From an optimization exercise on the open Yosys and OpenROAD flow, aimed at small area; shortcuts taken in it are not production practice. The RTL was checked by simulation tests, not by an equivalence proof against the original design. No driver is modelled on the clock port, so clock power and skew are understated where the tree is cut down; a real chip needs a root buffer or a tree. Power figures rest on the tool's default switching activity, not on a simulated workload.

===== flow/config.mk =====
export PLATFORM = sky130hd
export DESIGN_NAME = mp2
export DESIGN_NICKNAME = mp2
export VERILOG_FILES = /design/flow/design.v
export SDC_FILE = /design/flow/constraint.sdc
export NUM_CORES = 4
export LEC_CHECK = 0
export CAP_MARGIN = 20
export CORE_MARGIN = 2
export CORE_UTILIZATION = 40
export SLEW_MARGIN = 20

===== flow/constraint.sdc =====
create_clock -name core_clock -period 30.0 [get_ports {clk}]
set_input_delay 6.0000 -clock core_clock [delete_from_list [all_inputs] [get_ports {clk}]]
set_output_delay 6.0000 -clock core_clock [all_outputs]
set_load 0.01 [all_outputs]

===== flow/design.v =====
module mp2 #(
    parameter CLK_FREQ = 12000000,
    parameter INTERVAL = CLK_FREQ / 360
)(
    input logic clk,
    input logic rst,
    output logic RGB_R,
    output logic RGB_G,
    output logic RGB_B
);
    logic [7:0] pwm;
    logic [5:0] d;
    logic [2:0] seg;
    logic       tick;
    generate
        if (INTERVAL == 33333) begin : g_lfsr
            logic [13:0] lf;
            always_ff @(posedge clk) begin
                if (rst || tick) lf <= 14'h2b91;
                else lf <= {~lf[12:0], lf[13] ^ lf[0]};
            end
            assign tick = ((lf ^ 14'h20fb) & 14'h18ff) == 14'h0 && pwm[0] && (pwm[1] == d[0]);
        end else begin : g_bin
            logic [31:0] counter;
            always_ff @(posedge clk) begin
                if (rst || tick) counter <= 0;
                else counter <= counter + 1;
            end
            assign tick = (counter >= INTERVAL);
        end
    endgenerate
    always_ff @(posedge clk) begin
        if (rst) pwm <= 8'd0;
        else pwm <= pwm + 8'd1;
    end
    wire down = seg[2] ^ seg[1] ^ seg[0];
    wire last = down ? (d[5:1] == 5'd0) : (d[5] & d[4] & d[3] & d[1] & d[0]);
    always_ff @(posedge clk) begin
        if (rst) begin
            d <= 6'd0;
            seg <= 3'b000;
        end else if (tick) begin
            d <= down ? d - 6'd1 : d + 6'd1;
            if (last) seg <= {~seg[0], seg[2:1]};
        end
    end
    wire [7:0] level = {d + {4'd0, d[5:4]}, d[3:2]};
    wire ramp = pwm < level;
    wire full = ~&pwm;
    assign RGB_R = (~seg[2] & ~seg[1] & full) | ((seg[2] ^ seg[1]) & ramp);
    assign RGB_G = (seg[2] & ~seg[0] & full) | ~(seg[2] ^ seg[0]) & ramp;
    assign RGB_B = (seg[1] & seg[0] & full) | ((seg[1] ^ seg[0]) & ramp);
endmodule

===== flow/flow/run.sh =====
#!/bin/bash
# Own layout flow: the standard synthesis, then an area-oriented re-mapping of the
# combinational logic (registers untouched), then the standard layout with 1-cell port
# buffers and a clock tree collapsed to a single buffer.
set -euo pipefail
W=$(pwd)
F=$W/flow
R=$W/orfs/results/sky130hd/mp2/base
LIB=$FLOW_HOME/platforms/sky130hd/lib/sky130_fd_sc_hd__tt_025C_1v80.lib
YOSYS=$FLOW_HOME/../tools/install/yosys/bin/yosys
[[ -x $YOSYS ]] || YOSYS=$(command -v yosys)

# 1. standard synthesis
bash standard.sh synth > $W/log_1_synth.txt 2>&1

# 2. re-map the combinational logic for area; registers keep their cells and names
python3 $F/genmap.py $LIB $W/cells_func.v > $W/log_2_genmap.txt 2>&1
DU=$(grep -o -- "-dont_use [A-Za-z0-9_]*" $W/orfs/logs/sky130hd/mp2/base/1_2_yosys.log | sort -u | tr '\n' ' ')
cp $R/1_2_yosys.v $W/std_netlist.v
cat > $W/resynth.abc <<EOA
strash; &get -n; &deepsyn -S 2 -T 40; &put; dch -f; map -a; topo
EOA
cat > $W/resynth.ys <<EOY
read_liberty -lib $LIB
read_verilog $W/std_netlist.v
hierarchy -top $FLOW_TOP
techmap -map $W/cells_func.v
techmap
opt -purge
abc -liberty $LIB $DU -script $W/resynth.abc
opt_clean -purge
hilomap -singleton -hicell sky130_fd_sc_hd__conb_1 HI -locell sky130_fd_sc_hd__conb_1 LO
splitnets
opt_clean -purge
tee -o $W/resynth_stat.txt stat -liberty $LIB
write_verilog -noattr -nohex -nodec $W/resynth_netlist.v
EOY
# equivalence of the re-mapped netlist with the standard one: registers cut into
# inputs and outputs named after them, then a SAT proof of the combinational logic
cat > $W/equiv.ys <<EOY
read_verilog $W/std_cut.v
rename $FLOW_TOP gold
read_verilog $W/resynth_cut.v
rename $FLOW_TOP gate
read_verilog -lib $W/cells_func.v
hierarchy -check
techmap -map $W/cells_func.v
techmap
opt -purge
miter -equiv -flatten -make_assert gold gate miter
hierarchy -top miter
sat -verify -prove-asserts miter
EOY
if $YOSYS -l $W/log_2_resynth.txt -q $W/resynth.ys > /dev/null 2>&1 \
   && python3 $F/cutff.py $W/std_netlist.v $W/std_cut.v > $W/log_2_cut.txt 2>&1 \
   && python3 $F/cutff.py $W/resynth_netlist.v $W/resynth_cut.v >> $W/log_2_cut.txt 2>&1 \
   && $YOSYS -l $W/log_2_equiv.txt -q $W/equiv.ys > /dev/null 2>&1; then
  cp $W/resynth_netlist.v $R/1_2_yosys.v
  rm -f $R/1_synth.odb $R/1_synth.sdc
  echo "re-mapped netlist in use" >> $W/log_2_resynth.txt
else
  echo "re-mapping failed or not proven equivalent; standard netlist kept" >> $W/log_2_resynth.txt
fi

# 3. the standard layout from there
export MY_CLKBUF=sky130_fd_sc_hd__clkbuf_16
bash standard.sh POST_CTS_TCL=$F/post_cts.tcl "BUFFER_PORTS_ARGS=-buffer_cell sky130_fd_sc_hd__buf_1" finish > $W/log_3_layout.txt 2>&1

===== flow/flow/cutff.py =====
# Replace each flip-flop instance of a flat netlist by a primary input (its Q) and a
# primary output (its D), named after the instance, so two netlists whose registers have
# the same names can be compared as combinational logic.
import re, sys
src = open(sys.argv[1]).read()
inst_re = re.compile(r'\n\s*(sky130_fd_sc_hd__df\w+)\s+(\\\S+|\w+)\s*\((.*?)\);', re.S)
ports, decls = [], []
n = 0
def repl(m):
    global n
    cell, name, conns = m.group(1), m.group(2), m.group(3)
    pins = dict(re.findall(r'\.(\w+)\s*\(\s*(.*?)\s*\)\s*(?:,|$)', conns.strip(), re.S))
    key = re.sub(r'[^A-Za-z0-9_]', '_', name.lstrip('\\'))
    ports.extend(['ffq_' + key, 'ffd_' + key])
    decls.append('  input ffq_%s;\n  output ffd_%s;\n  assign %s = ffq_%s;\n  assign ffd_%s = %s;\n'
                 % (key, key, pins['Q'], key, key, pins['D']))
    n += 1
    return ''
body = inst_re.sub(repl, src)
mh = re.search(r'module\s+(\w+)\s*\((.*?)\);', body, re.S)
body = body[:mh.end(2)] + ', ' + ', '.join(ports) + body[mh.end(2):]
body = body.replace('endmodule', ''.join(decls) + 'endmodule', 1)
open(sys.argv[2], 'w').write(body)
print(n, 'registers cut')

===== flow/flow/genmap.py =====
import re,sys
txt=open(sys.argv[1]).read()
# split cells
out=[]
for m in re.finditer(r'\n\s*cell\s*\(\s*"?(sky130_fd_sc_hd__\w+)"?\s*\)\s*\{', txt):
    name=m.group(1); start=m.end()
    # find matching brace
    depth=1;i=start
    while depth:
        c=txt[i]
        if c=='{': depth+=1
        elif c=='}': depth-=1
        i+=1
    body=txt[start:i]
    if re.search(r'\b(ff|latch|statetable)\s*\(',body): continue
    pins=[]
    for pm in re.finditer(r'\n\s*pin\s*\(\s*"?(\w+)"?\s*\)\s*\{',body):
        ps=pm.end(); d=1;j=ps
        while d:
            c=body[j]
            if c=='{': d+=1
            elif c=='}': d-=1
            j+=1
        pb=body[ps:j]
        dr=re.search(r'direction\s*:\s*"?(\w+)"?',pb)
        fn=re.search(r'\bfunction\s*:\s*"([^"]*)"',pb)
        pins.append((pm.group(1), dr.group(1) if dr else None, fn.group(1) if fn else None))
    outs=[p for p in pins if p[1]=='output']
    ins=[p for p in pins if p[1]=='input']
    if not outs or any(f is None for _,_,f in outs): continue
    if re.search(r'three_state',body): continue
    ports=[p[0] for p in ins]+[p[0] for p in outs]
    s='module %s(%s);\n'%(name,', '.join(ports))
    for p in ins: s+='  input %s;\n'%p[0]
    for p in outs:
        f=p[2].replace('!','~')
        f=re.sub(r"\(\s*\)","",f)
        # liberty: space or juxtaposition may mean AND; sky130 uses explicit & | ^
        s+='  output %s;\n  assign %s = %s;\n'%(p[0],p[0],f)
    s+='endmodule\n'
    out.append(s)
open(sys.argv[2],'w').write(''.join(out))
print(len(out))

===== flow/flow/post_cts.tcl =====
# Collapse the clock tree to a single buffer: the root buffer drives every clock sink.
set block [ord::get_db_block]
set root [$block findInst clkbuf_0_clk]
set rootnet [[$root findITerm X] getNet]
set dead {}
foreach inst [$block getInsts] {
  if {$inst eq $root} continue
  set m [[$inst getMaster] getName]
  set n [$inst getName]
  if {[string match clkbuf_* $n] || [string match clkload* $n]} { lappend dead $inst }
}
foreach inst $dead {
  foreach it [$inst getITerms] {
    set net [$it getNet]
    if {$net eq "NULL" || $net eq ""} continue
    if {[$it isOutputSignal]} {
      foreach s [$net getITerms] {
        if {$s ne $it} { $s disconnect; $s connect $rootnet }
      }
      $it disconnect
      odb::dbNet_destroy $net
    } else {
      $it disconnect
    }
  }
  puts "removed [$inst getName]"
  odb::dbInst_destroy $inst
}
# one buffer strong enough to keep the flip-flop clock pins' slew low
$root swapMaster [[ord::get_db] findMaster $::env(MY_CLKBUF)]
set_propagated_clock [all_clocks]
estimate_parasitics -placement
detailed_placement
puts "clock sinks on [$rootnet getName]: [llength [$rootnet getITerms]]"

===== flow/standard.sh =====
#!/bin/bash
# synth_recipe.tcl (not shown) runs the flow's synth.tcl, then flattens the netlist and writes it again
# the make line also repeats each setting of config.mk as NAME=value (left out here)
make -C /OpenROAD-flow-scripts/flow DESIGN_CONFIG=/design/flow/config.mk WORK_HOME=/design/flow/orfs CLKGATE_MAP_FILE= SYNTH_SCRIPT=/design/flow/synth_recipe.tcl "${@:-finish}"

==> out/qor.yml, run 1 <==
layout:
  area_growth_pct: 7.357
  nets: 187
  diodes: 0
  drive_gt1_frac: 0.005464
detailed_routing:
  vias_per_cell: 4.841
  drc: 0
  final_antenna_net_count: 0
  first_pass_iters: 5
  drt_iter0_markers: 58
  num_vias: 1099
  routedWlPerCell_um: 10.67
  wirelength_mm: 2.423
grt:
  grt_pass1_vias: 941
  grt.overflow.total: 0
  antenna_found_initial: 0
  grt_pass1_wl_mm: 4.133
  track_usage: 0.1734
  grt_max_degree: 32
sta:
  tns_ns: 0
  post-route-period-util: 0.2997
  hold_violations: 0
  rsz0062_at_grt: "false"
  fin_ws_ns: 21.01
  setup_viol: 0
  fin_crit_ns: 8.992
  fmax_ghz: 0.1112
  relSlewSlack: 0.6735
  tightest_slew_ns: 0.4897
  fin_skew_ns: 0.002597
  maxSlewViolCount: 0
setup_path:
  rrSetupSlack_ns: 27.86
  cp_slowest_cell: "dfxtp_1"
  cp.required_ns: 24.00
  path_buf_inv: 3
  critPathTopFamily: "compound AO/OA/AOI/OAI gates"
  startpoint_type: "flip-flop"
  cpPeakStageDelay_ns: 0.45
  crit_fanout: 6
  cp.arrival_ns: 2.99
  path_class: "reg2out"
  worstSetupEndpointType: "primary output"
  path_cells: "clkinv_1 -> nor2_1 -> clkinv_1 -> o21bai_1 -> xor2_1 -> nor2_1 -> nor3_1 -> a21oi_1 -> maj3_1 -> maj3_1 -> nand2_1 -> o21ai_0 -> o31ai_1 -> buf_1"
power:
  p_leak_uw: 0.0005188
  p_per_area_mw_per_mm2: 44.65
  ir_worst_vdd_uv: 29.57
floorplan:
  die_w_um: 60.85
  die_area_mm2: 0.003702
  start_util: 0.4234
  ios: 5
  core-area_mm2: 0.003053
  die_y_um: 60.85
  placementRows: 20
placement:
  place_ws_ns: 21.23
  portBuffers: 4
  dp_hpwl_mm: 1.799
  place.gp.congestion: 0.7722
clock_network:
  cts.clk_slew.worst_paths_ns: 0.11
  insertion_delay_ns: 0.17
  clkSinkCount: 31
logic_synthesis:
  syn_area_per_cell_um2: 7.261
  ys.warnings.count: 1
  syn-cell-area_mm2: 0.001292
  syn_inst: 178
  syn-num-nets: 180
run_status:
  outcome: "finished clean"
flow_run:
  cap_violations: 0
worst_hold_path:
  hold_class: "reg2reg"
[path summary, 6_finish.rpt]
kind / cells past startpoint / startpoint / endpoint
max: 14 / d[4] / RGB_B
max reg2reg: 11 / seg[0] / d[5]
min reg2reg: 1 / g_lfsr.lf[10] / g_lfsr.lf[11]
min: 1 / g_lfsr.lf[10] / g_lfsr.lf[11]
[power breakdown]
| part | switching, uW | internal, uW |
|---|---|---|
| clock | 10.4 | 6.23 |
| combinational | 1.37 | 0.676 |
| sequential | 0.797 | 42.5 |
[cell usage in the layout, fill, tap and decap left out, drive strengths merged]
master and n:
nand2 40, nor2 32, dfxtp 31, clkinv 22, o21ai 18, a21oi 9
xor2 5, buf 4, nand4 3, nand3 3, nor3 3, o22ai 3
maj3 2, nor4 1, nor3b 1, o21bai 1, a22oi 1, o31ai 1
o21a 1, xnor2 1, clkbuf 1
[per-stage QoR]
step | utilization | hold WS, ns | std cells | area [um^2] | total power (uW)
2_1_floorplan | - | 0.3517 | 178 | 1292 | 45.39
6_report | 0.4545 | 0.3820 | 227 | 1388 | 61.96
3_3_place_gp | 0.4463 | 0.3535 | 226 | 1363 | 46.15
5_1_grt | 0.4545 | 0.3981 | 227 | 1388 | 64.04
3_5_place_dp | 0.4463 | 0.3624 | 226 | 1363 | 46.24
[registers in the layout (all words and copies together) (netlist names)]
signal	flops
d	6
g_lfsr.lf	14
pwm	8
seg	3
[metal layers]
layer / part of all wire / global-route usage / wire (um)
met2: 0.41 / 0.2734 / 997
met5: 0 / 0 / 0
met1: 0.51 / 0.2526 / 1232
met4: 0.020 / 0.03727 / 48
met3: 0.059 / 0.02559 / 144
[layout make-up]
| class | count | area (um^2) |
|---|---|---|
| clock buffers | 1 | 25.02 |
| fillers | 343 | 1665 |
| inverters | 22 | 82.58 |
| multi-input cells | 125 | 589.3 |
| flip-flops and latches | 31 | 620.6 |
| well taps | 44 | 55.05 |
| repair buffers | 4 | 15.01 |
==> run 2: changes to the inputs <==
==> flow/flow/run.sh (replaced) <==
#!/bin/bash
# Own layout flow: the standard synthesis, then an area-oriented re-mapping of the
# combinational logic (registers keep their cells and names), proven equivalent to the
# standard netlist, then the standard layout with one-cell port buffers and the clock
# tree collapsed to a single buffer.
set -euo pipefail
W=$(pwd)
F=$W/flow
R=$W/orfs/results/sky130hd/mp2/base
LIB=$FLOW_HOME/platforms/sky130hd/lib/sky130_fd_sc_hd__tt_025C_1v80.lib
YOSYS=$FLOW_HOME/../tools/install/yosys/bin/yosys
[[ -x $YOSYS ]] || YOSYS=$(command -v yosys)
SEEDS="1 2 3 4 5 6 7 8"
ABC_T=30

# 1. standard synthesis
bash standard.sh synth > $W/log_1_synth.txt 2>&1

# 2. re-map the combinational logic for area, with several abc seeds
python3 $F/genmap.py $LIB $W/cells_func.v > $W/log_2_genmap.txt 2>&1
DU=$(grep -o -- "-dont_use [A-Za-z0-9_]*" $W/orfs/logs/sky130hd/mp2/base/1_2_yosys.log | sort -u | tr '\n' ' ')
cp $R/1_2_yosys.v $W/std_netlist.v
python3 $F/cutff.py $W/std_netlist.v $W/std_cut.v > $W/log_2_cut_std.txt 2>&1
resynth() {
  local s=$1
  echo "strash; &get -n; &deepsyn -S $s -T $ABC_T; &put; dch -f; map -a; topo" > $W/resynth_$s.abc
  cat > $W/resynth_$s.ys <<EOY
read_liberty -lib $LIB
read_verilog $W/std_netlist.v
hierarchy -top $FLOW_TOP
techmap -map $W/cells_func.v
techmap
opt -purge
abc -liberty $LIB $DU -script $W/resynth_$s.abc
opt_clean -purge
hilomap -singleton -hicell sky130_fd_sc_hd__conb_1 HI -locell sky130_fd_sc_hd__conb_1 LO
splitnets
opt_clean -purge
tee -q -o $W/resynth_$s.stat stat -liberty $LIB
write_verilog -noattr -nohex -nodec $W/resynth_$s.v
EOY
  # equivalence with the standard netlist: registers cut into inputs and outputs named
  # after them, then a SAT proof over the combinational logic
  cat > $W/equiv_$s.ys <<EOY
read_verilog $W/std_cut.v
rename $FLOW_TOP gold
read_verilog $W/resynth_cut_$s.v
rename $FLOW_TOP gate
read_verilog -lib $W/cells_func.v
hierarchy -check
techmap -map $W/cells_func.v
techmap
opt -purge
miter -equiv -flatten -make_assert gold gate miter
hierarchy -top miter
sat -verify -prove-asserts miter
EOY
  if $YOSYS -q -l $W/log_2_resynth_$s.txt $W/resynth_$s.ys > /dev/null 2>&1 \
     && python3 $F/cutff.py $W/resynth_$s.v $W/resynth_cut_$s.v > $W/log_2_cut_$s.txt 2>&1 \
     && $YOSYS -q -l $W/log_2_equiv_$s.txt $W/equiv_$s.ys > /dev/null 2>&1; then
    echo "$(grep 'Chip area' $W/resynth_$s.stat | awk '{print $NF}') $s" > $W/resynth_$s.ok
  fi
}
n=0
for s in $SEEDS; do
  resynth $s &
  n=$((n + 1))
  if (( n % ${NUM_CORES:-4} == 0 )); then wait; fi
done
wait
best=$(cat $W/resynth_*.ok 2>/dev/null | sort -g | head -1 | awk '{print $2}')
if [[ -n "$best" ]]; then
  cp $W/resynth_$best.v $R/1_2_yosys.v
  rm -f $R/1_synth.odb $R/1_synth.sdc
  { echo "proven re-mappings (area seed):"; cat $W/resynth_*.ok; echo "using seed $best"; } > $W/log_2_choice.txt
else
  echo "no re-mapping proven equivalent; standard netlist kept" > $W/log_2_choice.txt
fi

# 3. the standard layout from there
export MY_CLKBUF=sky130_fd_sc_hd__clkbuf_16
bash standard.sh POST_CTS_TCL=$F/post_cts.tcl "BUFFER_PORTS_ARGS=-buffer_cell sky130_fd_sc_hd__buf_1" finish > $W/log_3_layout.txt 2>&1
==> out/qor.yml, run 2 <==
run_status:
  outcome: "finished clean"
sta:
  relSlewSlack: 0.6900  # +0.01643
  setup_viol: 0  # unchanged
  hold_violations: 0  # unchanged
  fin_ws_ns: 21.12  # +0.1149 ns
  post-route-period-util: 0.2959  # -0.003830
  tightest_slew_ns: 0.4651  # -0.02464 ns
  tns_ns: 0  # unchanged
  fin_skew_ns: 0.004109  # +0.001512 ns
  rsz0062_at_grt: "false"
  fin_crit_ns: 8.877  # -0.1149 ns
  maxSlewViolCount: 0  # unchanged
  fmax_ghz: 0.1126  # +1.3%
setup_path:
  crit_fanout: 6  # unchanged
  path_class: "reg2out"
  startpoint_type: "flip-flop"
  cp.required_ns: 24.00  # about the same
  cpPeakStageDelay_ns: 0.47  # +0.02 ns
  path_cells: "clkinv_1 -> nor3_1 -> nor2_1 -> maj3_1 -> a21oi_1 -> o22ai_1 -> o211ai_1 -> nand2_1 -> maj3_1 -> maj3_1 -> o31ai_1 -> buf_1"
  worstSetupEndpointType: "primary output"
  crit_top_cell: "maj3_1"
  cp_slowest_cell: "dfxtp_1"
  cp.arrival_ns: 2.88  # -0.11 ns
power:
  comb_power_share: 0.031  # -0.002
  swShare: 0.1996  # -0.003628
  p_int_uw: 49.34  # about the same
  ir_worst_vdd_uv: 31.26  # +5.7%
  p_leak_uw: 0.0005093  # -1.8%
  p_per_area_mw_per_mm2: 44.54  # -0.25%
  p_seq_frac: 0.701  # +0.003
  pwr-share-clk: 0.268  # about the same
  p_sw_uw: 12.30  # -2.3%
  total_power_uw: 61.64  # -0.51%
floorplan:
  start_util: 0.4221  # -0.001230
  die_area_mm2: 0.003692  # -0.28%
  die_w_um: 60.76  # -0.14%
  die_y_um: 60.76  # -0.14%
  core-area_mm2: 0.003053  # unchanged
  placementRows: 20  # unchanged
  ios: 5  # unchanged
grt:
  grt_max_degree: 32  # unchanged
  antenna_found_initial: 0  # unchanged
  met2_usage: 0.2811  # +0.007680
  track_usage: 0.1746  # +0.001146
  top_usage_layer: "met2"
  grt_pass1_wl_mm: 4.133  # unchanged
  grtUsageMet1: 0.2578  # +0.005181
  grt.overflow.total: 0  # unchanged
  grt_pass1_vias: 977  # +3.8%
  met3_usage: 0.01919  # -0.006397
detailed_routing:
  num_vias: 1107  # +0.73%
  routedWlPerCell_um: 10.76  # +0.76%
  first_pass_iters: 6  # +1
  drt_iter0_markers: 110  # +90%
  vias_per_cell: 4.920  # +1.6%
  wirelength_mm: 2.420  # -0.12%
  final_antenna_net_count: 0  # unchanged
  drc: 0  # unchanged
layout:
  area_growth_pct: 7.379  # about the same
  diodes: 0  # unchanged
  largest_reg_flops: 14  # unchanged
  reg_top3: "g_lfsr.lf: 14 flops, pwm: 8 flops, d: 6 flops"
  nets: 185  # -1.1%
  fin_util: 0.4533  # -0.001229
  most-common-layout-cells: "40 x nand2_1, 33 x nor2_1, 31 x dfxtp_1"
  layout_commonest_cell: "nand2_1"
  top_register: "g_lfsr.lf"
  drive_gt1_frac: 0.005525  # +0.00006038
placement:
  dp_hpwl_mm: 1.780  # -1.1%
  place.gp.congestion: 0.8386  # +8.6%
  place_ws_ns: 21.33  # +0.1054 ns
  portBuffers: 4  # unchanged
logic_synthesis:
  syn-cell-area_mm2: 0.001289  # -0.29%
  syn_area_per_cell_um2: 7.322  # +0.84%
  syn_inst: 176  # -1.1%
  syn-num-nets: 178  # -1.1%
  ys.warnings.count: 1  # unchanged
worst_hold_path:
  hold_class: "reg2reg"
clock_network:
  cts.clk_slew.worst_paths_ns: 0.11  # about the same
  clkSinkCount: 31  # unchanged
  insertion_delay_ns: 0.17  # about the same
flow_run:
  cap_violations: 0  # unchanged
-- run 2: through the flow --
step | cell area, um^2 | hold WS, ns | std cells
2_1_floorplan | 1289 | 0.3517 | 176
3_3_place_gp | 1359 | 0.3541 | 224
3_5_place_dp | 1359 | 0.3562 | 224
5_1_grt | 1384 | 0.3920 | 225
6_report | 1384 | 0.3807 | 225
-- run 2: cell type report --
class                   count  area [um^2]
flip-flops and latches     31        620.6
inverters                  20        75.07
clock buffers               1        25.02
multi-input cells         125        593.1
fillers                   332         1669
well taps                  44        55.05
repair buffers              4        15.01
-- run 2: per-layer routing --
layer | wire [um] | share of wire
met1 | 1148 | 0.47
met2 | 1121 | 0.46
met3 | 142 | 0.059
met4 | 7 | 0.0029
met5 | 0 | 0
-- run 2: power groups by stage --
stage          Combinational (uW)  Clock [uW]  Sequential, uW
6_report                     1.94        16.5            43.2
3_3_place_gp                 1.96           0            44.2
5_1_grt                      2.29        18.8            43.3
3_5_place_dp                 1.98           0            44.2
2_1_floorplan                1.37           0            44.0
-- run 2: worst paths after layout --
kind,start,endpoint,slack [ns],depth (start not counted)
setup reg to reg,seg[0],d[5],27.74,11
hold / removal,g_lfsr.lf[8],g_lfsr.lf[9],0.38,1
hold reg to reg,g_lfsr.lf[8],g_lfsr.lf[9],0.38,1
setup / recovery,d[2],RGB_B,21.12,12
-- run 2: critical path, delay by kind of cell, from the launching register on --
| family | cells | cell delay, ns |
|---|---|---|
| AO/OA/AOI/OAI | 4 | 0.51 |
| AND/OR/NAND/NOR | 3 | 0.35 |
| buffers and inverters | 2 | 0.34 |
| adder cells (fa/ha/maj) | 3 | 1.03 |
| flip-flops | 1 | 0.47 |
==> run 3: changes to the inputs <==
==> flow/flow/run.sh (replaced) <==
#!/bin/bash
# Own layout flow:
#  1. the standard synthesis (its netlist names the registers);
#  2. area-oriented re-synthesis of the combinational logic with abc's deepsyn, several
#     seeds, both from the RTL (registers then renamed to the standard synthesis's names)
#     and by re-mapping the standard netlist; a candidate counts only if it holds the same
#     registers, in the same cells, and a SAT proof shows its logic equals the standard
#     netlist's; the smallest one is laid out;
#  3. the standard layout, with one-cell port buffers and the clock tree collapsed to a
#     single buffer.
set -euo pipefail
W=$(pwd)
F=$W/flow
R=$W/orfs/results/sky130hd/mp2/base
LIB=$FLOW_HOME/platforms/sky130hd/lib/sky130_fd_sc_hd__tt_025C_1v80.lib
YOSYS=$FLOW_HOME/../tools/install/yosys/bin/yosys
[[ -x $YOSYS ]] || YOSYS=$(command -v yosys)
# candidates: source (rtl or the standard netlist, map), abc mapper, deepsyn seed
CANDIDATES="map:amap:1 map:amap:2 map:amap:3 map:amap:4 map:amap:5 map:amap:6 map:amap:7 map:amap:8 map:amap:9 map:amap:10 map:amap:11 map:amap:12 rtl:amap:1 rtl:amap:2 rtl:amap:3 rtl:amap:4"
ABC_T=20

# 1. standard synthesis
bash standard.sh synth > $W/log_1_synth.txt 2>&1

# 2. re-synthesis candidates
python3 $F/genmap.py $LIB $W/cells_func.v > $W/log_2_genmap.txt 2>&1
DU=$(grep -o -- "-dont_use [A-Za-z0-9_]*" $W/orfs/logs/sky130hd/mp2/base/1_2_yosys.log | sort -u | tr '\n' ' ')
cp $R/1_2_yosys.v $W/std_netlist.v
python3 $F/cutff.py $W/std_netlist.v $W/std_cut.v > $W/log_2_cut_std.txt 2>&1

candidate() {
  local kind=$1 mapper=$2 s=$3 c=$1_$2_$3
  local m="amap"
  [[ $mapper == mapa ]] && m="map -a"
  echo "strash; &get -n; &deepsyn -S $s -T $ABC_T; &put; dch -f; $m; topo" > $W/cand_$c.abc
  if [[ $kind == rtl ]]; then
    cat > $W/cand_$c.ys <<EOY
read_verilog -sv $W/design.v
hierarchy -check -top $FLOW_TOP
synth -flatten -top $FLOW_TOP -nofsm -noshare -run :fine
opt -full
techmap
opt -fast
dfflegalize -cell \$_DFF_P_ 01
opt_clean -purge
abc -liberty $LIB $DU -script $W/cand_$c.abc
dfflibmap -liberty $LIB $DU
EOY
  else
    cat > $W/cand_$c.ys <<EOY
read_liberty -lib $LIB
read_verilog $W/std_netlist.v
hierarchy -top $FLOW_TOP
techmap -map $W/cells_func.v
techmap
opt -purge
abc -liberty $LIB $DU -script $W/cand_$c.abc
EOY
  fi
  cat >> $W/cand_$c.ys <<EOY
opt_clean -purge
hilomap -singleton -hicell sky130_fd_sc_hd__conb_1 HI -locell sky130_fd_sc_hd__conb_1 LO
splitnets
opt_clean -purge
rename -hide w:*\$func\$*
select -assert-none t:\$*
tee -q -o $W/cand_$c.stat stat -liberty $LIB
write_verilog -noattr -nohex -nodec $W/cand_${c}_raw.v
EOY
  cat > $W/equiv_$c.ys <<EOY
read_verilog $W/std_cut.v
rename $FLOW_TOP gold
read_verilog $W/cand_${c}_cut.v
rename $FLOW_TOP gate
read_verilog -lib $W/cells_func.v
hierarchy -check
techmap -map $W/cells_func.v
techmap
opt -purge
miter -equiv -flatten -make_assert gold gate miter
hierarchy -top miter
sat -verify -prove-asserts miter
EOY
  if $YOSYS -q -l $W/log_2_cand_$c.txt $W/cand_$c.ys > /dev/null 2>&1 \
     && if [[ $kind == rtl ]]; then
          python3 $F/matchff.py $W/std_netlist.v $W/cand_${c}_raw.v $W/cand_$c.v > $W/log_2_match_$c.txt 2>&1
        else
          cp $W/cand_${c}_raw.v $W/cand_$c.v
        fi \
     && python3 $F/cutff.py $W/cand_$c.v $W/cand_${c}_cut.v > $W/log_2_cut_$c.txt 2>&1 \
     && $YOSYS -q -l $W/log_2_equiv_$c.txt $W/equiv_$c.ys > /dev/null 2>&1; then
    echo "$(grep 'Chip area' $W/cand_$c.stat | awk '{print $NF}') $c" > $W/cand_$c.ok
  fi
}
n=0
for c in $CANDIDATES; do
  candidate $(echo $c | tr ':' ' ') &
  n=$((n + 1))
  if (( n % ${NUM_CORES:-4} == 0 )); then wait; fi
done
wait
best=$(cat $W/cand_*.ok 2>/dev/null | sort -g | head -1 | awk '{print $2}')
{ echo "standard netlist: $(grep 'Chip area' $W/orfs/reports/sky130hd/mp2/base/synth_stat.txt | awk '{print $NF}')"
  echo "proven candidates (area name):"; cat $W/cand_*.ok 2>/dev/null || true; } > $W/log_2_choice.txt
if [[ -n "$best" ]]; then
  cp $W/cand_$best.v $R/1_2_yosys.v
  rm -f $R/1_synth.odb $R/1_synth.sdc
  echo "using $best" >> $W/log_2_choice.txt
else
  echo "no candidate proven; standard netlist kept" >> $W/log_2_choice.txt
fi

# 3. the standard layout from there
export MY_CLKBUF=${MY_CLKBUF:-sky130_fd_sc_hd__buf_12}
bash standard.sh POST_CTS_TCL=$F/post_cts.tcl "BUFFER_PORTS_ARGS=-buffer_cell sky130_fd_sc_hd__buf_1" finish > $W/log_3_layout.txt 2>&1
==> flow/flow/matchff.py (new file) <==
# Give the flip-flops of netlist B the instance names of the flip-flops of netlist A that
# hold the same register bit (the bit its Q drives in B; the bit in A's instance name,
# which the standard synthesis forms as <register bit>$<cell kind>). Fails unless both
# netlists hold the same register bits in the same cell types.
import re, sys
inst_re = re.compile(r'(\n\s*)(sky130_fd_sc_hd__df\w+)(\s+)(\\\S+|\w+)(\s*\()(.*?)(\);)', re.S)
def norm(x):
    return re.sub(r'\s+', '', x.strip()).lstrip('\\')
a = open(sys.argv[1]).read()
b = open(sys.argv[2]).read()
ref = {}
for m in inst_re.finditer(a):
    name = m.group(4).lstrip('\\')
    bit = name.split('$')[0]
    assert bit not in ref, 'register bit twice in A: ' + bit
    ref[bit] = (m.group(2), m.group(4))
seen = set()
def repl(m):
    q = re.search(r'\.Q\s*\(\s*(.*?)\s*\)\s*(?:,|$)', m.group(6).strip(), re.S).group(1)
    bit = norm(q)
    assert bit in ref, 'register bit not in A: ' + bit
    assert ref[bit][0] == m.group(2), 'cell type differs for ' + bit
    assert bit not in seen, 'register bit twice in B: ' + bit
    seen.add(bit)
    return m.group(1) + m.group(2) + m.group(3) + ref[bit][1] + ' ' + m.group(5) + m.group(6) + m.group(7)
out = inst_re.sub(repl, b)
assert seen == set(ref), 'register bits differ: %s' % sorted(set(ref) ^ seen)
open(sys.argv[3], 'w').write(out)
print(len(seen), 'registers matched')
==> out/qor.yml, run 3 <==
detailed_routing:
  first_pass_iters: 4  # -2
  routedWlPerCell_um: 10.30  # -4.3%
  final_antenna_net_count: 0  # unchanged
  wirelength_mm: 2.193  # -9.4%
  num_vias: 1065  # -3.8%
  drt_iter0_markers: 53  # -52%
  drc: 0  # unchanged
  vias_per_cell: 5.000  # +1.6%
setup_path:
  path_cells: "clkinv_1 -> nor2_1 -> clkinv_1 -> o21ai_0 -> nor2_1 -> o221ai_1 -> nand2_1 -> a21oi_1 -> o22ai_1 -> nand3_1 -> o21ai_0 -> o21ai_0 -> a21boi_0 -> o22ai_1 -> buf_1"
  r2r-start: "pwm[0]"
  startpoint_type: "flip-flop"
  cpPeakStageDelay_ns: 0.42  # -0.05 ns
  critPathLaunch: "d[0]"
  rrSetupSlack_ns: 27.59  # -0.15 ns
  crit_top_cell: "o21ai_0"
  cp.arrival_ns: 2.49  # -0.39 ns
  critPathTopFamily: "compound AO/OA/AOI/OAI gates"
  cp.required_ns: 24.00  # about the same
  cp_slowest_cell: "dfxtp_1"
  worstSetupEndpointType: "primary output"
  path_class: "reg2out"
  crit_fanout: 5  # -1
  path_buf_inv: 3  # +1
power:
  p_leak_uw: 0.0004378  # -14%
  comb_power_share: 0.035  # +0.004
  p_sw_uw: 11.92  # -3.1%
  p_per_area_mw_per_mm2: 44.80  # +0.57%
  p_int_uw: 48.50  # -1.7%
  p_seq_frac: 0.713  # +0.012
  pwr-share-clk: 0.252  # -0.016
  ir_worst_vdd_uv: 27.54  # -12%
  swShare: 0.1973  # -0.002296
sta:
  rsz0062_at_grt: "false"
  post-route-period-util: 0.2831  # -0.01278
  fin_crit_ns: 8.494  # -0.3834 ns
  fmax_ghz: 0.1177  # +4.5%
  maxSlewViolCount: 0  # unchanged
  relSlewSlack: 0.4841  # -0.2059
  tightest_slew_ns: 0.7739  # +0.3088 ns
  setup_viol: 0  # unchanged
  fin_skew_ns: 0.003101  # -0.001007 ns
  fin_hold_ws_ns: 0.3786  # -0.002161 ns
  tns_ns: 0  # unchanged
  hold_violations: 0  # unchanged
floorplan:
  die_w_um: 60.10  # -1.1%
  die_area_mm2: 0.003611  # -2.2%
  die_y_um: 60.10  # -1.1%
  ios: 5  # unchanged
  start_util: 0.4157  # -0.006429
  core-area_mm2: 0.003028  # -0.82%
  placementRows: 20  # unchanged
placement:
  portBuffers: 4  # unchanged
  dp_hpwl_mm: 1.716  # -3.6%
  place.gp.congestion: 0.8836  # +5.4%
  dpl_cell_area_mm2: 0.001329  # -2.2%
layout:
  layout_commonest_cell: "nor2_1"
  most-common-layout-cells: "32 x nor2_1, 31 x dfxtp_1, 23 x clkinv_1"
  reg_top3: "g_lfsr.lf: 14 flops, pwm: 8 flops, d: 6 flops"
  top_register: "g_lfsr.lf"
  area_growth_pct: 7.157
  largest_reg_flops: 14  # unchanged
  drive_gt1_frac: 0.005917  # +0.0003923
  nFillCells: 297  # -11%
  diodes: 0  # unchanged
  design_area_mm2: 0.001349  # -2.5%
  nets: 173  # -6.5%
grt:
  track_usage: 0.1618  # -0.01274
  grt_pass1_vias: 900  # -7.9%
  antenna_found_initial: 0  # unchanged
  grt.overflow.total: 0  # unchanged
  grt_pass1_wl_mm: 3.795  # -8.2%
  grt_max_degree: 32  # unchanged
clock_network:
  clkSinkCount: 31  # unchanged
  cts.clk_slew.worst_paths_ns: 0.11  # about the same
  insertion_delay_ns: 0.14  # -0.03 ns
logic_synthesis:
  ys.warnings.count: 1  # unchanged
  syn-num-nets: 166  # -6.7%
  syn_inst: 164  # -6.8%
  syn_area_per_cell_um2: 7.675  # +4.8%
  syn-cell-area_mm2: 0.001259  # -2.3%
worst_hold_path:
  hold_class: "reg2reg"
  hold_start: "g_lfsr.lf[8]"
flow_run:
  cap_violations: 0  # unchanged
run_status:
  outcome: "finished clean"
[run 3: changes by cell type in the layout (fill, tap and decap cells not counted), sizes merged, moves of 3 or more]
cell	change
nand2	-18
a211oi	+7
o22ai	+7
o21ai	-5
xor2	-5
clkinv	+3
maj3	-3
[run 3: cell type report]
cell class,instances,area [um^2],share of cell area
flip-flops and latches,31,620.6,0.4601
multi-input cells,110,551.8,0.4091
inverters,23,86.33,0.06401
well taps,44,55.05,0.04082
clock buffers,1,20.02,0.01484
repair buffers,4,15.01,0.01113
[run 3: worst paths after layout]
kind	to	depth (start not counted)
worst min register to register	g_lfsr.lf[9]	1
worst min-delay path	g_lfsr.lf[9]	1
worst max-delay path	RGB_R	15
worst max register to register	d[4]	12
[run 3: stage by stage]
stage | cells | power (uW) | utilization | setup WS [ns]
global route | 213 | 62.80 | 0.4455 | 21.18
global placement | 212 | 46.16 | 0.4388 | 21.73
detailed placement | 212 | 46.20 | 0.4388 | 21.66
finish | 213 | 60.42 | 0.4455 | 21.51
floorplan | 164 | 45.30 | - | 22.05
[run 3: routing by layer]
layer | wire [um] | track usage | vias to the layer above
li1 | - | - | 587
met1 | 1033 | 0.2125 | 459
met2 | 1055 | 0.2857 | 17
met3 | 87 | 0.01948 | 2
met4 | 17 | 0.02857 | 0
met5 | 0 | 0 | -
[run 3: power groups by stage]
stage	registers (uW)	clock network (uW)	logic, uW
3_5_place_dp	44.0	0	2.18
3_3_place_gp	44.0	0	2.13
6_report	43.1	15.2	2.14
5_1_grt	43.3	17.0	2.55
2_1_floorplan	43.9	0	1.42
[run 3: worst reg2reg max path, stage by stage (launching register included)]
cell      delay, ns
dfxtp_1        0.35
clkinv_1       0.12
nor2_1         0.12
nand3_1        0.08
nor4_1         0.37
clkinv_1       0.21
nor2_1         0.19
clkinv_1       0.12
nor2_1         0.16
clkinv_1       0.14
nor3_1         0.23
nor2_1         0.07
a211oi_1       0.16
==> run 4: changes to the inputs <==
--- a/flow/flow/run.sh
+++ b/flow/flow/run.sh
@@ -18,3 +18,3 @@
 # candidates: source (rtl or the standard netlist, map), abc mapper, deepsyn seed
-CANDIDATES="map:amap:1 map:amap:2 map:amap:3 map:amap:4 map:amap:5 map:amap:6 map:amap:7 map:amap:8 map:amap:9 map:amap:10 map:amap:11 map:amap:12 rtl:amap:1 rtl:amap:2 rtl:amap:3 rtl:amap:4"
+CANDIDATES="map:amap:1 map:amap:2 map:amap:3 map:amap:4 map:amap:5 map:amap:6 map:mapa:1 map:mapa:3 rtl:amap:1 rtl:amap:2 rtl:amap:3 rtl:mapa:1"
 ABC_T=20
@@ -113,3 +113,3 @@
 # 3. the standard layout from there
-export MY_CLKBUF=${MY_CLKBUF:-sky130_fd_sc_hd__buf_12}
+export MY_CLKBUF=sky130_fd_sc_hd__clkbuf_16
 bash standard.sh POST_CTS_TCL=$F/post_cts.tcl "BUFFER_PORTS_ARGS=-buffer_cell sky130_fd_sc_hd__buf_1" finish > $W/log_3_layout.txt 2>&1
==> out/qor.yml, run 4 <==
run_status:
  outcome: "finished clean"
detailed_routing:
  final_antenna_net_count: 0  # unchanged
  drc: 0  # unchanged
  wirelength_mm: 2.510  # +14%
  vias_per_cell: 5.052  # +1.0%
  num_vias: 1071  # +0.56%
  routedWlPerCell_um: 11.84  # +15%
  first_pass_iters: 7  # +3
  drt_iter0_markers: 82  # +55%
placement:
  place.gp.congestion: 0.7972  # -9.8%
  dp_hpwl_mm: 1.874  # +9.2%
  place_ws_ns: 21.67  # +0.005400 ns
  portBuffers: 4  # unchanged
clock_network:
  insertion_delay_ns: 0.17  # +0.03 ns
  clkSinkCount: 31  # unchanged
  cts.clk_slew.worst_paths_ns: 0.11  # about the same
floorplan:
  die_area_mm2: 0.003622  # +0.28%
  start_util: 0.4169  # +0.001240
  placementRows: 20  # unchanged
  core-area_mm2: 0.003028  # unchanged
  ios: 5  # unchanged
  die_w_um: 60.18  # +0.14%
  die_y_um: 60.18  # +0.14%
sta:
  fin_skew_ns: 0.003848  # +0.0007463 ns
  setup_viol: 0  # unchanged
  maxSlewViolCount: 0  # unchanged
  fin_ws_ns: 21.41  # -0.09210 ns
  fin_crit_ns: 8.586  # +0.09210 ns
  tightest_slew_ns: 0.7519  # -0.02206 ns
  hold_violations: 0  # unchanged
  relSlewSlack: 0.4988  # +0.01470
  post-route-period-util: 0.2862  # +0.003070
  rsz0062_at_grt: "false"
  fmax_ghz: 0.1165  # -1.1%
  tns_ns: 0  # unchanged
logic_synthesis:
  syn-num-nets: 165  # -0.60%
  ys.warnings.count: 1  # unchanged
  syn_inst: 163  # -0.61%
  syn-cell-area_mm2: 0.001262  # +0.30%
  syn_area_per_cell_um2: 7.745  # +0.91%
grt:
  grt_pass1_wl_mm: 4.174  # +10%
  grt_pass1_vias: 983  # +9.2%
  grt.overflow.total: 0  # unchanged
  track_usage: 0.1784  # +0.01654
  antenna_found_initial: 0  # unchanged
  grt_max_degree: 32  # unchanged
worst_hold_path:
  hold_class: "reg2reg"
setup_path:
  cp.arrival_ns: 2.59  # +0.10 ns
  cp.required_ns: 24.00  # about the same
  path_class: "reg2out"
  startpoint_type: "flip-flop"
  crit_fanout: 6  # +1
  worstSetupEndpointType: "primary output"
power:
  p_per_area_mw_per_mm2: 45.33  # +1.2%
  ir_worst_vdd_uv: 30.10  # +9.3%
  p_leak_uw: 0.0004418  # +0.91%
flow_run:
  cap_violations: 0  # unchanged
layout:
  layout_commonest_cell: "dfxtp_1"
  reg_top3: "g_lfsr.lf: 14 flops, pwm: 8 flops, d: 6 flops"
  drive_gt1_frac: 0.005952  # +0.00003522
  top_register: "g_lfsr.lf"
  area_growth_pct: 7.532
  most-common-layout-cells: "31 x dfxtp_1, 26 x nor2_1, 23 x clkinv_1"
  largest_reg_flops: 14  # unchanged
  diodes: 0  # unchanged
  nets: 172  # -0.58%
==> run 4: final cells by class <==
class | count | area [um^2]
clock buffers | 1 | 25.02
fillers | 313 | 1670
inverters | 23 | 86.33
multi-input cells | 109 | 555.5
flip-flops and latches | 31 | 620.6
well taps | 44 | 55.05
repair buffers | 4 | 15.01
==> run 4: worst paths after layout <==
path,start,to,slack [ns],depth (start not counted)
min,g_lfsr.lf[8],g_lfsr.lf[9],0.38,1
max,d[0],RGB_R,21.41,13
min reg2reg,g_lfsr.lf[8],g_lfsr.lf[9],0.38,1
max reg2reg,g_lfsr.lf[2],d[4],27.35,10
==> run 4: worst max-delay path, cell delays in order, from the launching register on <==
cell and delay [ns]:
dfxtp_1 0.45, clkinv_1 0.18, nor2_1 0.22, nand2_1 0.10
o21ai_0 0.12, nand2_1 0.12, nor2_1 0.14, clkinv_1 0.10
nor2_1 0.16, a21oi_1 0.08, a222oi_1 0.31, o22a_1 0.23
o22ai_1 0.07, buf_1 0.14
==> run 4: layer usage <==
layer / vias up / share of wire / global-route usage / routed length (um)
met5: - / 0 / 0 / 0
met4: 0 / 0.0044 / 0.03175 / 11
met3: 4 / 0.034 / 0.01948 / 85
met2: 19 / 0.50 / 0.3028 / 1256
met1: 476 / 0.46 / 0.2457 / 1156
li1: 572 / - / - / -
==> run 4: metrics by stage <==
step                      area, um^2  instances  total power [uW]  hold slack, ns  utilization
after floorplan                 1262        163             45.31          0.3434            -
after global routing            1358        212             64.20          0.3992       0.4483
final                           1358        212             61.54          0.3828       0.4483
after global placement          1333        211             46.22          0.3472       0.4401
after detailed placement        1333        211             46.31          0.3550       0.4401
==> run 4: where the power goes <==
part	internal [uW]	leakage (uW)	total (uW)	switching [uW]
clock network	6.21	0.0000123	16.2	10.0
registers	42.4	0.000254	43.3	0.844
logic	0.647	0.000176	2.02	1.38
==> run 5: changes to the inputs <==
--- a/flow/design.v
+++ b/flow/design.v
@@ -10,3 +10,4 @@
 );
-    logic [7:0] pwm;
+    logic [3:0] a;
+    logic [4:0] s;
     logic [5:0] d;
@@ -14,2 +15,4 @@
     logic       tick;
+    wire top = &a;                         
+    wire [1:0] pm = a[1:0] + s[1:0];       
     generate
@@ -21,3 +24,3 @@
             end
-            assign tick = ((lf ^ 14'h20fb) & 14'h18ff) == 14'h0 && pwm[0] && (pwm[1] == d[0]);
+            assign tick = ((lf ^ 14'h20fb) & 14'h18ff) == 14'h0 && pm[0] && (pm[1] == d[0]);
         end else begin : g_bin
@@ -32,4 +35,11 @@
     always_ff @(posedge clk) begin
-        if (rst) pwm <= 8'd0;
-        else pwm <= pwm + 8'd1;
+        if (rst || top) begin
+            a <= 4'd0;
+            s <= 5'd0;
+        end else if (s[4]) begin
+            a <= a + 4'd1;
+            s <= 5'd0;
+        end else begin
+            s <= s + 5'd1;
+        end
     end
@@ -46,5 +56,4 @@
     end
-    wire [7:0] level = {d + {4'd0, d[5:4]}, d[3:2]};
-    wire ramp = pwm < level;
-    wire full = ~&pwm;
+    wire ramp = {a, s[3:2] | {2{s[4]}}} < d;     
+    wire full = ~top;                             
     assign RGB_R = (~seg[2] & ~seg[1] & full) | ((seg[2] ^ seg[1]) & ramp);
--- a/flow/flow/run.sh
+++ b/flow/flow/run.sh
@@ -18,3 +18,3 @@
 # candidates: source (rtl or the standard netlist, map), abc mapper, deepsyn seed
-CANDIDATES="map:amap:1 map:amap:2 map:amap:3 map:amap:4 map:amap:5 map:amap:6 map:mapa:1 map:mapa:3 rtl:amap:1 rtl:amap:2 rtl:amap:3 rtl:mapa:1"
+CANDIDATES="map:amap:1 map:amap:2 map:amap:3 map:amap:4 map:amap:5 map:amap:6 map:amap:7 map:amap:8 map:amap:9 map:amap:10 map:amap:11 map:amap:12 rtl:amap:1 rtl:amap:2 rtl:amap:3 rtl:amap:4"
 ABC_T=20
@@ -113,3 +113,3 @@
 # 3. the standard layout from there
-export MY_CLKBUF=sky130_fd_sc_hd__clkbuf_16
+export MY_CLKBUF=${MY_CLKBUF:-sky130_fd_sc_hd__buf_12}
 bash standard.sh POST_CTS_TCL=$F/post_cts.tcl "BUFFER_PORTS_ARGS=-buffer_cell sky130_fd_sc_hd__buf_1" finish > $W/log_3_layout.txt 2>&1
==> out/qor.yml, run 5 <==
run_status:
  outcome: "finished clean"
detailed_routing:
  num_vias: 1048  # -2.1%
  routedWlPerCell_um: 11.87  # +0.24%
  final_antenna_net_count: 0  # unchanged
  drt_iter0_markers: 58  # -29%
  wirelength_mm: 2.255  # -10%
  drc: 0  # unchanged
  vias_per_cell: 5.516  # +9.2%
  first_pass_iters: 7  # unchanged
setup_path:
  path_buf_inv: 2  # -1
  ff2ff_path_depth: 13  # +3
  crit_fanout: 3  # -3
  cp.arrival_ns: 1.72  # -0.87 ns
  worstSetupEndpointType: "primary output"
  r2r-start: "g_lfsr.lf[2]"
  path_cells: "clkinv_1 -> nor2_1 -> a21oi_1 -> o22ai_1 -> o221ai_1 -> o221ai_1 -> a32oi_1 -> o22ai_1 -> buf_1"
  r2r_end: "d[5]"
  cp.required_ns: 24.00  # about the same
  rrSetupSlack_ns: 27.56  # +0.21 ns
  cpPeakStageDelay_ns: 0.38  # -0.07 ns
  path_class: "reg2out"
  critPathTopFamily: "compound AO/OA/AOI/OAI gates"
  startpoint_type: "flip-flop"
  cp_slowest_cell: "dfxtp_1"
placement:
  place.gp.congestion: 0.8661  # +8.6%
  dp_cells: 189  # -10%
  place_ws_ns: 22.50  # +0.8339 ns
  portBuffers: 4  # unchanged
  dp_hpwl_mm: 1.720  # -8.2%
worst_hold_path:
  hold_start: "g_lfsr.lf[8]"
  min_to: "g_lfsr.lf[9]"
  whs_path_depth: 1  # unchanged
  hold_class: "reg2reg"
grt:
  grt_pass1_wl_mm: 3.774  # -9.6%
  antenna_found_initial: 0  # unchanged
  grt.overflow.total: 0  # unchanged
  grt_max_degree: 33  # +3.1%
  track_usage: 0.1642  # -0.01421
  grt_pass1_vias: 930  # -5.4%
power:
  p_leak_uw: 0.0004371  # -1.1%
  total_power_uw: 62.27  # +1.2%
  comb_power_share: 0.033  # about the same
  swShare: 0.1997  # +0.0005902
  p_sw_uw: 12.44  # +1.5%
  p_per_area_mw_per_mm2: 48.18  # +6.3%
  pwr-share-clk: 0.254  # -0.010
  p_int_uw: 49.83  # +1.1%
  p_seq_frac: 0.713  # +0.010
  ir_worst_vdd_uv: 31.00  # +3.0%
sta:
  fin_hold_ws_ns: 0.3792  # -0.003606 ns
  tns_ns: 0  # unchanged
  fin_skew_ns: 0.003306  # -0.0005418 ns
  fin_crit_ns: 7.721  # -0.8650 ns
  setup_viol: 0  # unchanged
  maxSlewViolCount: 0  # unchanged
  tightest_slew_ns: 0.5804  # -0.1715 ns
  hold_violations: 0  # unchanged
  fmax_ghz: 0.1295  # +11%
  post-route-period-util: 0.2574  # -0.02883
  fin_ws_ns: 22.28  # +0.8650 ns
  rsz0062_at_grt: "false"
  relSlewSlack: 0.6131  # +0.1143
logic_synthesis:
  ys.warnings.count: 1  # unchanged
  syn_inst: 152  # -6.7%
  syn_area_per_cell_um2: 8.001  # +3.3%
  syn-cell-area_mm2: 0.001216  # -3.7%
  syn-num-nets: 154  # -6.7%
floorplan:
  start_util: 0.4084  # -0.008539
  die_w_um: 59.14  # -1.7%
  die_area_mm2: 0.003498  # -3.4%
  core-area_mm2: 0.002978  # -1.7%
  die_y_um: 59.14  # -1.7%
  ios: 5  # unchanged
  placementRows: 20  # unchanged
layout:
  drive_gt1_frac: 0.006369  # +0.0004170
  layout_commonest_cell: "dfxtp_1"
  most-common-layout-cells: "32 x dfxtp_1, 30 x nor2_1, 22 x clkinv_1"
  reg_top3: "g_lfsr.lf: 14 flops, d: 6 flops, s: 5 flops"
  top_register: "g_lfsr.lf"
  area_growth_pct: 6.276
  largest_reg_flops: 14  # unchanged
  diodes: 0  # unchanged
  nets: 161  # -6.4%
  instances_no_fill: 190  # -10%
flow_run:
  cap_violations: 0  # unchanged
clock_network:
  cts.clk_slew.worst_paths_ns: 0.12  # about the same
  clkSinkCount: 32  # +3.2%
  insertion_delay_ns: 0.15  # -0.02 ns
run 5: layout make-up:
cell class                      instances  area (um^2)
Fill cell                             306         1685
Sequential cell                        32        640.6
Multi-Input combinational cell         98        493.0
Inverter                               22        82.58
Tap cell                               33        41.29
Clock buffer                            1        20.02
Timing Repair Buffer                    4        15.01
run 5: routing by layer:
metal,global-route usage,up-vias,share of wire
met2,0.2889,25,0.48
met1,0.2139,480,0.45
met4,0.03247,0,0.018
met3,0.02402,7,0.051
met5,0,-,0
li1,-,536,-
run 5: power groups by stage:
stage               clock [uW]  sequential, uW  combinational [uW]
finish                    15.8            44.4                2.05
global route              17.4            44.6                2.47
detailed placement           0            45.4                2.11
global placement             0            45.4                2.05
floorplan                    0            45.2                1.45
run 5: worst max path at each step:
stage,startpoint,to,slack (ns),depth (start not counted)
after floorplan,d[0],RGB_B,22.72,8
after global placement,s[3],RGB_B,22.51,8
after detailed placement,d[0],RGB_B,22.50,9
after global routing,s[3],RGB_B,22.07,8
final,d[0],RGB_B,22.28,9
run 5: per-stage QoR:
step | area [um^2] | util
after detailed placement | 1272 | 0.4273
after global routing | 1292 | 0.4340
final | 1292 | 0.4340
after global placement | 1272 | 0.4273
after floorplan | 1216 | -
==> run 6: changes to the inputs <==
--- a/flow/flow/run.sh
+++ b/flow/flow/run.sh
@@ -18,3 +18,3 @@
 # candidates: source (rtl or the standard netlist, map), abc mapper, deepsyn seed
-CANDIDATES="map:amap:1 map:amap:2 map:amap:3 map:amap:4 map:amap:5 map:amap:6 map:amap:7 map:amap:8 map:amap:9 map:amap:10 map:amap:11 map:amap:12 rtl:amap:1 rtl:amap:2 rtl:amap:3 rtl:amap:4"
+CANDIDATES="$(for s in $(seq 1 16); do echo map:amap:$s; done; for s in $(seq 1 8); do echo map:amapm:$s; done) rtl:amap:1 rtl:amap:2 rtl:amap:3 rtl:amap:4"
 ABC_T=20
@@ -32,5 +32,6 @@
   local kind=$1 mapper=$2 s=$3 c=$1_$2_$3
-  local m="amap"
-  [[ $mapper == mapa ]] && m="map -a"
-  echo "strash; &get -n; &deepsyn -S $s -T $ABC_T; &put; dch -f; $m; topo" > $W/cand_$c.abc
+  local m="dch -f; amap"
+  [[ $mapper == amapm ]] && m="dch; amap -m"
+  [[ $mapper == mapa ]] && m="dch -f; map -a"
+  echo "strash; &get -n; &deepsyn -S $s -T $ABC_T; &put; $m; topo" > $W/cand_$c.abc
   if [[ $kind == rtl ]]; then
==> out/qor.yml, run 6 <==
placement:
  place_ws_ns: 22.50  # unchanged
  dpl_cell_area_mm2: 0.001272  # unchanged
  dp_hpwl_mm: 1.720  # unchanged
  place.gp.congestion: 0.8661  # unchanged
  portBuffers: 4  # unchanged
layout:
  area_growth_pct: 6.276  # unchanged
  layout_commonest_cell: "dfxtp_1"
  fin_util: 0.4340  # unchanged
  design_area_mm2: 0.001292  # unchanged
  largest_reg_flops: 14  # unchanged
  nFillCells: 306  # unchanged
  diodes: 0  # unchanged
  nets: 161  # unchanged
  top_register: "g_lfsr.lf"
  reg_top3: "g_lfsr.lf: 14 flops, d: 6 flops, s: 5 flops"
  most-common-layout-cells: "32 x dfxtp_1, 30 x nor2_1, 22 x clkinv_1"
  drive_gt1_frac: 0.006369  # unchanged
run_status:
  outcome: "finished clean"
setup_path:
  startpoint_type: "flip-flop"
  cp.required_ns: 24.00  # about the same
  path_class: "reg2out"
  crit_fanout: 3  # unchanged
  cp.arrival_ns: 1.72  # about the same
  worstSetupEndpointType: "primary output"
floorplan:
  die_w_um: 59.14  # unchanged
  start_util: 0.4084  # unchanged
  placementRows: 20  # unchanged
  ios: 5  # unchanged
  die_y_um: 59.14  # unchanged
  core-area_mm2: 0.002978  # unchanged
  die_area_mm2: 0.003498  # unchanged
logic_synthesis:
  syn-num-nets: 154  # unchanged
  syn-cell-area_mm2: 0.001216  # unchanged
  ys.warnings.count: 1  # unchanged
  syn_inst: 152  # unchanged
  syn_area_per_cell_um2: 8.001  # unchanged
detailed_routing:
  num_vias: 1048  # unchanged
  final_antenna_net_count: 0  # unchanged
  drc: 0  # unchanged
  wirelength_mm: 2.255  # unchanged
  first_pass_iters: 7  # unchanged
  routedWlPerCell_um: 11.87  # unchanged
  vias_per_cell: 5.516  # unchanged
  drt_iter0_markers: 58  # unchanged
clock_network:
  cts.clk_slew.worst_paths_ns: 0.12  # about the same
  insertion_delay_ns: 0.15  # about the same
  clkSinkCount: 32  # unchanged
flow_run:
  cap_violations: 0  # unchanged
grt:
  grt.overflow.total: 0  # unchanged
  track_usage: 0.1642  # unchanged
  grt_pass1_vias: 930  # unchanged
  antenna_found_initial: 0  # unchanged
  grt_pass1_wl_mm: 3.774  # unchanged
  grt_max_degree: 33  # unchanged
sta:
  rsz0062_at_grt: "false"
  tns_ns: 0  # unchanged
  post-route-period-util: 0.2574  # unchanged
  hold_violations: 0  # unchanged
  fmax_ghz: 0.1295  # unchanged
  fin_crit_ns: 7.721  # unchanged
  setup_viol: 0  # unchanged
  fin_skew_ns: 0.003306  # unchanged
  fin_ws_ns: 22.28  # unchanged
  tightest_slew_ns: 0.5804  # unchanged
  maxSlewViolCount: 0  # unchanged
  relSlewSlack: 0.6131  # unchanged
power:
  p_per_area_mw_per_mm2: 48.18  # unchanged
  p_leak_uw: 0.0004371  # unchanged
  ir_worst_vdd_uv: 31.00  # unchanged
worst_hold_path:
  hold_class: "reg2reg"
[run 6: routing by layer]
metal,wire length (um),up-vias,GRT usage
met5,0,-,0
met4,41,0,0.03247
met3,115,7,0.02402
met2,1084,25,0.2889
met1,1013,480,0.2139
li1,-,536,-
[run 6: path summary, 6_finish.rpt]
kind	startpoint	endpoint	slack, ns	cells after the start
worst max-delay path	d[0]	RGB_B	22.28	9
worst min-delay path	g_lfsr.lf[8]	g_lfsr.lf[9]	0.38	1
worst max register to register	g_lfsr.lf[2]	d[5]	27.56	13
worst min register to register	g_lfsr.lf[8]	g_lfsr.lf[9]	0.38	1
[run 6: where the power goes]
| group | total [uW] | internal [uW] | switching [uW] |
|---|---|---|---|
| logic | 2.05 | 0.634 | 1.42 |
| registers | 44.4 | 43.7 | 0.649 |
| clock network | 15.8 | 5.46 | 10.4 |
[run 6: per-stage QoR]
stage / power (uW) / hold WS (ns) / cells
after global placement: 47.42 / 0.3529 / 189
final: 62.27 / 0.3792 / 190
after global routing: 64.46 / 0.3976 / 190
after floorplan: 46.66 / 0.3434 / 152
after detailed placement: 47.49 / 0.3577 / 189
[run 6: critical path, cell delays in order (launching register included)]
cell and delay [ns]:
dfxtp_1 0.38, clkinv_1 0.11, nor2_1 0.11, a21oi_1 0.05, o22ai_1 0.19, o221ai_1 0.13
o221ai_1 0.10, a32oi_1 0.18, o22ai_1 0.15, buf_1 0.16
[run 6: final cells by class]
class	count	area, um^2	share of cell area
timing repair buffer	4	15.01	0.01162
tap	33	41.29	0.03195
inverter	22	82.58	0.06389
multi-input combinational	98	493.0	0.3814
sequential	32	640.6	0.4956
clock buffer	1	20.02	0.01549
==> run 7: changes to the inputs <==
--- a/flow/design.v
+++ b/flow/design.v
@@ -10,3 +10,4 @@
 );
-    logic [3:0] a;
+    logic [3:0] an;
+    wire  [3:0] a = ~an;
     logic [4:0] s;
@@ -15,3 +16,3 @@
     logic       tick;
-    wire top = &a;                         
+    wire top = (an == 4'd0);               
     wire [1:0] pm = a[1:0] + s[1:0];       
@@ -36,6 +37,6 @@
         if (rst || top) begin
-            a <= 4'd0;
+            an <= 4'hf;
             s <= 5'd0;
         end else if (s[4]) begin
-            a <= a + 4'd1;
+            an <= an - 4'd1;
             s <= 5'd0;
--- a/flow/flow/run.sh
+++ b/flow/flow/run.sh
@@ -18,3 +18,3 @@
 # candidates: source (rtl or the standard netlist, map), abc mapper, deepsyn seed
-CANDIDATES="$(for s in $(seq 1 16); do echo map:amap:$s; done; for s in $(seq 1 8); do echo map:amapm:$s; done) rtl:amap:1 rtl:amap:2 rtl:amap:3 rtl:amap:4"
+CANDIDATES="$(for s in $(seq 1 10); do echo map:amap:$s; done; for s in $(seq 1 6); do echo map:amapm:$s; done; for s in $(seq 1 12); do echo rtl:amap:$s; done)"
 ABC_T=20
--- a/flow/config.mk
+++ b/flow/config.mk
@@ -8,4 +8,4 @@
 export CAP_MARGIN = 20
-export CORE_MARGIN = 2
-export CORE_UTILIZATION = 40
+export CORE_AREA = 2 2 60 60
+export DIE_AREA = 0 0 62 62
 export SLEW_MARGIN = 20
==> out/qor.yml, run 7 <==
sta:
  rsz0062_at_grt: "false"
  fmax_ghz: 0.1272  # -1.8%
  relSlewSlack: 0.4911  # -0.1220
  post-route-period-util: 0.2620  # +0.004683
  tightest_slew_ns: 0.7563  # +0.1760 ns
  setup_viol: 0  # unchanged
  tns_ns: 0  # unchanged
  fin_crit_ns: 7.861  # +0.1405 ns
  hold_violations: 0  # unchanged
  fin_skew_ns: 0.008754  # +0.005448 ns
  maxSlewViolCount: 0  # unchanged
clock_network:
  cts.clk_slew.worst_paths_ns: 0.12  # about the same
  clkSinkCount: 32  # unchanged
  insertion_delay_ns: 0.15  # about the same
logic_synthesis:
  syn_area_per_cell_um2: 8.318  # +4.0%
  syn-cell-area_mm2: 0.001206  # -0.82%
  syn_inst: 145  # -4.6%
  ys.warnings.count: 1  # unchanged
  syn-num-nets: 147  # -4.5%
grt:
  track_usage: 0.1490  # -0.01514
  grt_max_degree: 33  # unchanged
  antenna_found_initial: 0  # unchanged
  grt_pass1_wl_mm: 3.691  # -2.2%
  grt.overflow.total: 0  # unchanged
  grt_pass1_vias: 860  # -7.5%
detailed_routing:
  first_pass_iters: 4  # -3
  drc: 0  # unchanged
  final_antenna_net_count: 0  # unchanged
  routedWlPerCell_um: 12.04  # +1.4%
  vias_per_cell: 5.163  # -6.4%
  num_vias: 1012  # -3.4%
  wirelength_mm: 2.359  # +4.6%
  drt_iter0_markers: 172  # +200%
setup_path:
  r2r_end: "d[4]"
  rrSetupSlack_ns: 27.00  # -0.56 ns
  cp.required_ns: 24.00  # about the same
  cp.arrival_ns: 1.86  # +0.14 ns
  r2r-start: "an[0]"
  worstSetupEndpointType: "primary output"
  crit_fanout: 5  # +2
  ff2ff_path_depth: 11  # -2
  path_class: "reg2out"
  startpoint_type: "flip-flop"
layout:
  largest_reg_flops: 14  # unchanged
  area_growth_pct: 7.677
  top_register: "g_lfsr.lf"
  multiInputGateArea_um2: 490.5  # -0.51%
  reg_top3: "g_lfsr.lf: 14 flops, d: 6 flops, s: 5 flops"
  nFillCells: 343  # +12%
  diodes: 0  # unchanged
  nets: 154  # -4.3%
  instances_no_fill: 196  # +3.2%
  layout_commonest_cell: "dfxtp_1"
  regArea_um2: 640.6  # unchanged
  drive_gt1_frac: 0.006667  # +0.0002972
  most-common-layout-cells: "32 x dfxtp_1, 22 x nor2_1, 20 x clkinv_1"
power:
  p_leak_uw: 0.0004268  # -2.4%
  p_per_area_mw_per_mm2: 47.98  # -0.40%
  ir_worst_vdd_uv: 26.57  # -14%
run_status:
  outcome: "finished clean"
floorplan:
  placementRows: 21  # +5.0%
  die_area_mm2: 0.003844  # +9.9%
  ios: 5  # unchanged
  die_y_um: 62  # +4.8%
  die_w_um: 62  # +4.8%
  core-area_mm2: 0.003284  # +10%
  start_util: 0.3672  # -0.04117
placement:
  place.gp.congestion: 0.8617  # -0.51%
  portBuffers: 4  # unchanged
  dp_hpwl_mm: 1.751  # +1.8%
  dp_cells: 195  # +3.2%
flow_run:
  cap_violations: 0  # unchanged
worst_hold_path:
  whs_path_depth: 1  # unchanged
  min_to: "g_lfsr.lf[9]"
  hold_class: "reg2reg"
  hold_start: "g_lfsr.lf[8]"
## run 7: worst max-delay path by stage
stage,startpoint,to,slack [ns],cells past startpoint
after global placement,d[0],RGB_B,22.39,9
final,d[0],RGB_B,22.14,9
after global routing,d[0],RGB_G,21.87,9
after detailed placement,d[0],RGB_B,22.32,9
after floorplan,d[0],RGB_B,22.55,8
## run 7: critical path: stages, from the launching register on
cell and delay (ns):
dfxtp_1 0.42, clkinv_1 0.16, nor2_1 0.14, a21oi_1 0.05, a211oi_1 0.18, a221oi_1 0.07
a221oi_1 0.22, o22ai_1 0.16, o22ai_1 0.15, buf_1 0.17
## run 7: power breakdown
group          total [uW]  switching (uW)  internal, uW
logic                1.93            1.25         0.678
clock network        15.9            10.4          5.46
registers            44.5           0.753          43.7
total                62.3            12.4          49.9
## run 7: cell type report
| cell class | instances | share of cell area |
|---|---|---|
| Clock buffer | 1 | 0.01541 |
| Inverter | 20 | 0.05780 |
| Multi-Input combinational cell | 93 | 0.3776 |
| Sequential cell | 32 | 0.4933 |
| Tap cell | 46 | 0.04432 |
| Timing Repair Buffer | 4 | 0.01156 |
## run 7: per-layer routing
layer,GRT usage,wire length (um)
met5,0,0
met3,0.02070,116
met4,0.02432,16
met2,0.2485,1164
met1,0.2081,1063
## run 7: per-stage QoR
| step | util | hold slack [ns] | setup WS [ns] | total power, uW | cell area [um^2] |
|---|---|---|---|---|---|
| final | 0.3954 | 0.3799 | 22.14 | 62.32 | 1299 |
| after global routing | 0.3954 | 0.4056 | 21.87 | 64.64 | 1299 |
| after detailed placement | 0.3893 | 0.3489 | 22.32 | 47.44 | 1279 |
| after global placement | 0.3893 | 0.3462 | 22.39 | 47.32 | 1279 |
| after floorplan | - | 0.3434 | 22.55 | 46.63 | 1206 |

[re-timing with driven ports]
The results above use ideal ports. As a check the final layouts listed here were re-extracted and re-timed, cells and wires unchanged.
Step 1 sets driving cells, clkbuf_16 on the clock port and buf_2 on the other inputs (assumed; they add their load-dependent delay and slew).
Step 2 adds t to the input delays and takes it off the output delays; t is the mean of the earliest and latest rising clock arrival at the registers after step 1. Input paths then give back, and output paths get back, about the clock's delay inside the block.
Slacks: ideal / step 1 / step 2; pairs: ideal / step 1.
run | t (ns) | setup slack, ns | worst hold slack (ns) | slew at the worst register clock pin (ns) | pins driven straight from the clock port
run 1 | 0.203 | 21.008 / 20.976 / 21.178 | 0.382 / 0.382 / 0.382 | 0.11 / 0.11 | 1
run 2 | 0.197 | 21.123 / 21.096 / 21.293 | 0.381 / 0.381 / 0.381 | 0.11 / 0.11 | 1
run 3 | 0.170 | 21.506 / 21.477 / 21.647 | 0.379 / 0.379 / 0.379 | 0.11 / 0.11 | 1
run 4 | 0.193 | 21.414 / 21.388 / 21.581 | 0.383 / 0.383 / 0.383 | 0.11 / 0.11 | 1
run 5 | 0.174 | 22.279 / 22.250 / 22.424 | 0.379 / 0.379 / 0.379 | 0.12 / 0.12 | 1
run 6 | 0.174 | 22.279 / 22.250 / 22.424 | 0.379 / 0.379 / 0.379 | 0.12 / 0.12 | 1
run 7 | 0.173 | 22.139 / 22.111 / 22.284 | 0.380 / 0.380 / 0.380 | 0.12 / 0.12 | 1
After both steps every run listed still meets setup and hold.
